Source: an optimization exercise on an open RTL-to-GDS flow (aim: small area). Production flows keep margins and buffers that such runs may drop.
The RTL was checked by simulation tests, not by an equivalence proof against the original design.
Power and IR drop assume default switching activity.

==> module hold, before the edit <==
module hold #(parameter W = 32) (input [W-1:0] q, input we, input wen, input [W-1:0] w,
                                 output [W-1:0] d);
    genvar i;
    generate
        for (i = 0; i < W; i = i + 1) begin : g_b
            c_a22o u (.a1(q[i]), .a2(wen), .b1(w[i]), .b2(we), .y(d[i]));
        end
    endgenerate
endmodule
==> module c_a22o, before the edit <==
module c_a22o(input a1, a2, b1, b2, output y);
    assign y = (a1 & a2) | (b1 & b2);
endmodule
==> module tinycpu, before the edit <==
module tinycpu(
    input         clk,
    input         rstn,           
    input         stall,          
    input  [31:0] instr,          
    output [5:0]  imem_addr,      
    output        rf_we,          
    output [4:0]  rf_waddr,
    output [31:0] rf_wdata,
    output        dm_we,          
    output        dm_half,        
    output [4:0]  dm_addr,
    output [31:0] dm_wdata
    );
integer i, j;
genvar g, b;
reg [5:0] pc;
always @(posedge clk or negedge rstn) begin
    if (!rstn)
        pc <= 6'd0;
    else if (!stall)
        pc <= pc + 1'b1;
end
wire [6:0] op  = instr[6:0];
wire [2:0] f3  = instr[14:12];
wire [6:0] f7  = instr[31:25];
wire [4:0] rd  = instr[11:7];
wire [4:0] rs1 = instr[19:15];
wire [4:0] rs2 = instr[24:20];
wire low_ok = ~op[6] & ~op[3] & ~op[2] & op[1] & op[0];
wire is_r   = low_ok &  op[5] &  op[4];
wire is_i   = low_ok & ~op[5] &  op[4];
wire is_l   = low_ok & ~op[5] & ~op[4];
wire is_s   = low_ok &  op[5] & ~op[4];
wire half   = ~f3[2] & ~f3[1];
reg  [31:0] r [1:31];
reg  [31:1] v;                  
wire [31:0] wdata;
wire        rf_wen = rf_we & ~stall;
generate
    for (g = 1; g < 32; g = g + 1) begin : g_reg
        wire we_g = rf_wen & (rd == g);
        wire [31:0] next_g;
        hold #(32) h (.q(r[g]), .we(we_g), .wen(~we_g), .w(wdata), .d(next_g));
        always @(posedge clk)
            r[g] <= next_g;
        always @(posedge clk or negedge rstn)
            if (!rstn)
                v[g] <= 1'b0;
            else if (we_g)
                v[g] <= 1'b1;
    end
endgenerate
reg  [31:1] sel1, sel2;
always @(*)
    for (i = 1; i < 32; i = i + 1) begin
        sel1[i] = (rs1 == i) & v[i];
        sel2[i] = (rs2 == i) & v[i];
    end
wire none1 = ~|sel1;
wire none2 = ~|sel2;
wire [31:0] rs1_data, rs2_data;
generate
    for (b = 0; b < 32; b = b + 1) begin : g_rp
        wire [31:1] col;
        for (g = 1; g < 32; g = g + 1) begin : g_c
            assign col[g] = r[g][b];
        end
        if (b < 5) begin : g_lo
            sel32 p1 (.s({sel1, none1}), .d({col, rs1[b]}), .y(rs1_data[b]));
            sel32 p2 (.s({sel2, none2}), .d({col, rs2[b]}), .y(rs2_data[b]));
        end else begin : g_hi
            sel31 p1 (.s(sel1), .d(col), .y(rs1_data[b]));
            sel31 p2 (.s(sel2), .d(col), .y(rs2_data[b]));
        end
    end
endgenerate
wire [31:0] imm = {{20{instr[31]}}, instr[31:25], op[5] ? instr[11:7] : instr[24:20]};
wire [31:0] opb = (op[5] & op[4]) ? rs2_data : imm;
wire [31:0] sum;
alu_add adder (.a(rs1_data), .b(opb), .s(sum));
reg  [7:0] m [0:31];
reg  [31:0] mv;                 
wire [4:0] a  = sum[4:0];
wire [1:0] s  = a[1:0];
wire [2:0] wb = a[4:2];
reg  [7:0] wsel;                
reg  [7:0] cs [0:3];            
reg  [3:0] kk [0:3];            
always @(*) begin
    for (i = 0; i < 8; i = i + 1)
        wsel[i] = (wb == i);
    for (j = 0; j < 4; j = j + 1) begin
        cs[j] = (j < s) ? {wsel[6:0], wsel[7]} : wsel;
        for (i = 0; i < 4; i = i + 1)
            kk[j][i] = (((j - s) & 3) == i);
    end
end
reg  [7:0] zs [0:3];
always @(*)
    for (j = 0; j < 4; j = j + 1)
        for (i = 0; i < 8; i = i + 1)
            zs[j][i] = cs[j][i] & mv[4*i+j];
wire [7:0] z [0:3];
generate
    for (g = 0; g < 4; g = g + 1) begin : g_z
        for (b = 0; b < 8; b = b + 1) begin : g_zb
            sel8 u (.s(zs[g]),
                    .d({m[28+g][b], m[24+g][b], m[20+g][b], m[16+g][b],
                        m[12+g][b], m[8+g][b], m[4+g][b], m[g][b]}),
                    .y(z[g][b]));
        end
    end
endgenerate
wire [7:0] st [0:3];
generate
    for (g = 0; g < 4; g = g + 1) begin : g_st
        for (b = 0; b < 8; b = b + 1) begin : g_stb
            sel4 u (.s(kk[g]),
                    .d({rs2_data[24+b], rs2_data[16+b], rs2_data[8+b], rs2_data[b]}),
                    .y(st[g][b]));
        end
    end
endgenerate
wire dm_wen = is_s & ~stall;
generate
    for (g = 0; g < 32; g = g + 1) begin : g_byte
        wire we_g = dm_wen & cs[g % 4][g / 4] & (kk[g % 4][0] | kk[g % 4][1] | ~half);
        wire [7:0] next_g;
        hold #(8) h (.q(m[g]), .we(we_g), .wen(~we_g), .w(st[g % 4]), .d(next_g));
        always @(posedge clk)
            m[g] <= next_g;
        always @(posedge clk or negedge rstn)
            if (!rstn)
                mv[g] <= 1'b0;
            else if (we_g)
                mv[g] <= 1'b1;
    end
endgenerate
wire alu_ok = (is_r & (f3 == 3'b000) & (f7 == 7'b0)) | (is_i & (f3 == 3'b000)) | is_s;
reg  [3:0] rot [0:3];
always @(*)
    for (i = 0; i < 4; i = i + 1)
        for (j = 0; j < 4; j = j + 1)
            rot[i][j] = is_l & kk[j][i] & (i < 2 | ~half);
generate
    for (b = 0; b < 32; b = b + 1) begin : g_wb
        wb_bit u (.rs(rot[b / 8]),
                  .rd({z[3][b % 8], z[2][b % 8], z[1][b % 8], z[0][b % 8]}),
                  .as(alu_ok), .ad(sum[b]), .y(wdata[b]));
    end
endgenerate
assign imem_addr = pc;
assign rf_we     = is_r | is_i | is_l;
assign rf_waddr  = rd;
assign rf_wdata  = wdata;
assign dm_we     = is_s;
assign dm_half   = (is_l | is_s) & half;
assign dm_addr   = a & {5{alu_ok | is_l}};
assign dm_wdata  = rs2_data;
endmodule
export LEC_CHECK = 0
export CAP_MARGIN = 20
export CORE_MARGIN = 2
export CORE_UTILIZATION = 60
export SETUP_SLACK_MARGIN = 0.2
export SLEW_MARGIN = 20
export SYNTH_HIERARCHICAL = 1
export SYNTH_MINIMUM_KEEP_SIZE = 0
create_clock -name core_clock -period 15.0 [get_ports {clk}]
standard.sh (not shown) runs the stock make flow with config.mk's settings and CLKGATE_MAP_FILE= SYNTH_SCRIPT=/design/flow/synth_recipe.tcl, a recipe that flattens the netlist after the stock synthesis.
==> flow/flow/run.sh <==
#!/bin/bash
# Own layout flow: the standard ORFS layout (standard.sh, which runs the
# standard synthesis unchanged) with a leaner clock tree (no dummy loads, sink
# clusters of up to 25 flip-flops on clkbuf_16) and the smallest buffer on the
# ports. The full output of the flow goes to flow.log in this folder; ORFS keeps
# each step's own log under orfs/logs/.
set -euo pipefail
export CTS_ARGS="-sink_clustering_enable -repair_clock_nets -dont_use_dummy_load -buf_list sky130_fd_sc_hd__clkbuf_16 -sink_clustering_size 25 -sink_clustering_max_diameter 80"
export BUFFER_PORTS_ARGS="-buffer_cell sky130_fd_sc_hd__buf_1"
bash standard.sh > flow.log 2>&1
Edit:
--- a/flow/design.v
+++ b/flow/design.v
@@ -69,16 +69,4 @@
 module wb_bit(input [3:0] rs, input [3:0] rd, input as, input ad, output y);
     assign y = |(rs & rd) | (as & ad);
-endmodule
-module hold #(parameter W = 32) (input [W-1:0] q, input we, input wen, input [W-1:0] w,
-                                 output [W-1:0] d);
-    genvar i;
-    generate
-        for (i = 0; i < W; i = i + 1) begin : g_b
-            c_a22o u (.a1(q[i]), .a2(wen), .b1(w[i]), .b2(we), .y(d[i]));
-        end
-    endgenerate
-endmodule
-module c_a22o(input a1, a2, b1, b2, output y);
-    assign y = (a1 & a2) | (b1 & b2);
 endmodule
 module c_a222oi(input a1, a2, b1, b2, c1, c2, output y);
@@ -140,8 +128,6 @@
     for (g = 1; g < 32; g = g + 1) begin : g_reg
         wire we_g = rf_wen & (rd == g);
-        wire [31:0] next_g;
-        hold #(32) h (.q(r[g]), .we(we_g), .wen(~we_g), .w(wdata), .d(next_g));
         always @(posedge clk)
-            r[g] <= next_g;
+            if (we_g) r[g] <= wdata;
         always @(posedge clk or negedge rstn)
             if (!rstn)
@@ -226,8 +212,7 @@
     for (g = 0; g < 32; g = g + 1) begin : g_byte
         wire we_g = dm_wen & cs[g % 4][g / 4] & (kk[g % 4][0] | kk[g % 4][1] | ~half);
-        wire [7:0] next_g;
-        hold #(8) h (.q(m[g]), .we(we_g), .wen(~we_g), .w(st[g % 4]), .d(next_g));
         always @(posedge clk)
-            m[g] <= next_g;
+            if (we_g)
+                m[g] <= st[g % 4];
         always @(posedge clk or negedge rstn)
             if (!rstn)
Result: The new run ran to the end with no violations; cell area came out higher slightly; hold slack gets better by 12 ps; non-clock buffer count came out higher by 5; total power came out higher by a few percent; setup slack gets better by 200 ps; via count came out lower by about a fifth; die area came out higher by a few percent; final cell count came out lower by about a fifth; register-to-register slack gets better by 210 ps; sequential power came out higher by roughly a tenth; synthesized cell count came out lower by a quarter to a third.

separate check: timing with driven ports:
The results above use ideal ports. As a check the final layouts listed here were re-extracted and re-timed, cells and wires unchanged. Step 1 sets driving cells, clkbuf_16 on the clock port and buf_2 on the other inputs (assumed; they add their load-dependent delay and slew). Step 2 moves the port delays by t, midway between the first and last clock arrival at a register: inputs arrive t later, outputs are due t later. That takes back most of the time a late clock gives input paths. Slacks: no drivers / after step 1 / after step 2; pairs: no drivers / after step 1.
| run | t, ns | setup slack, ns | worst setup path after step 2 |
|---|---|---|---|
| the first run | 0.728 | 0.609 / 0.503 / 0.503 | input to output |
| the second run | 0.784 | 0.809 / 0.763 / 0.763 | input to output |
After both steps setup and hold are still met in every run listed. For the first run, which loses most, drivers alone change the setup slack by -0.106 ns; drivers and shift together by -0.106 ns.
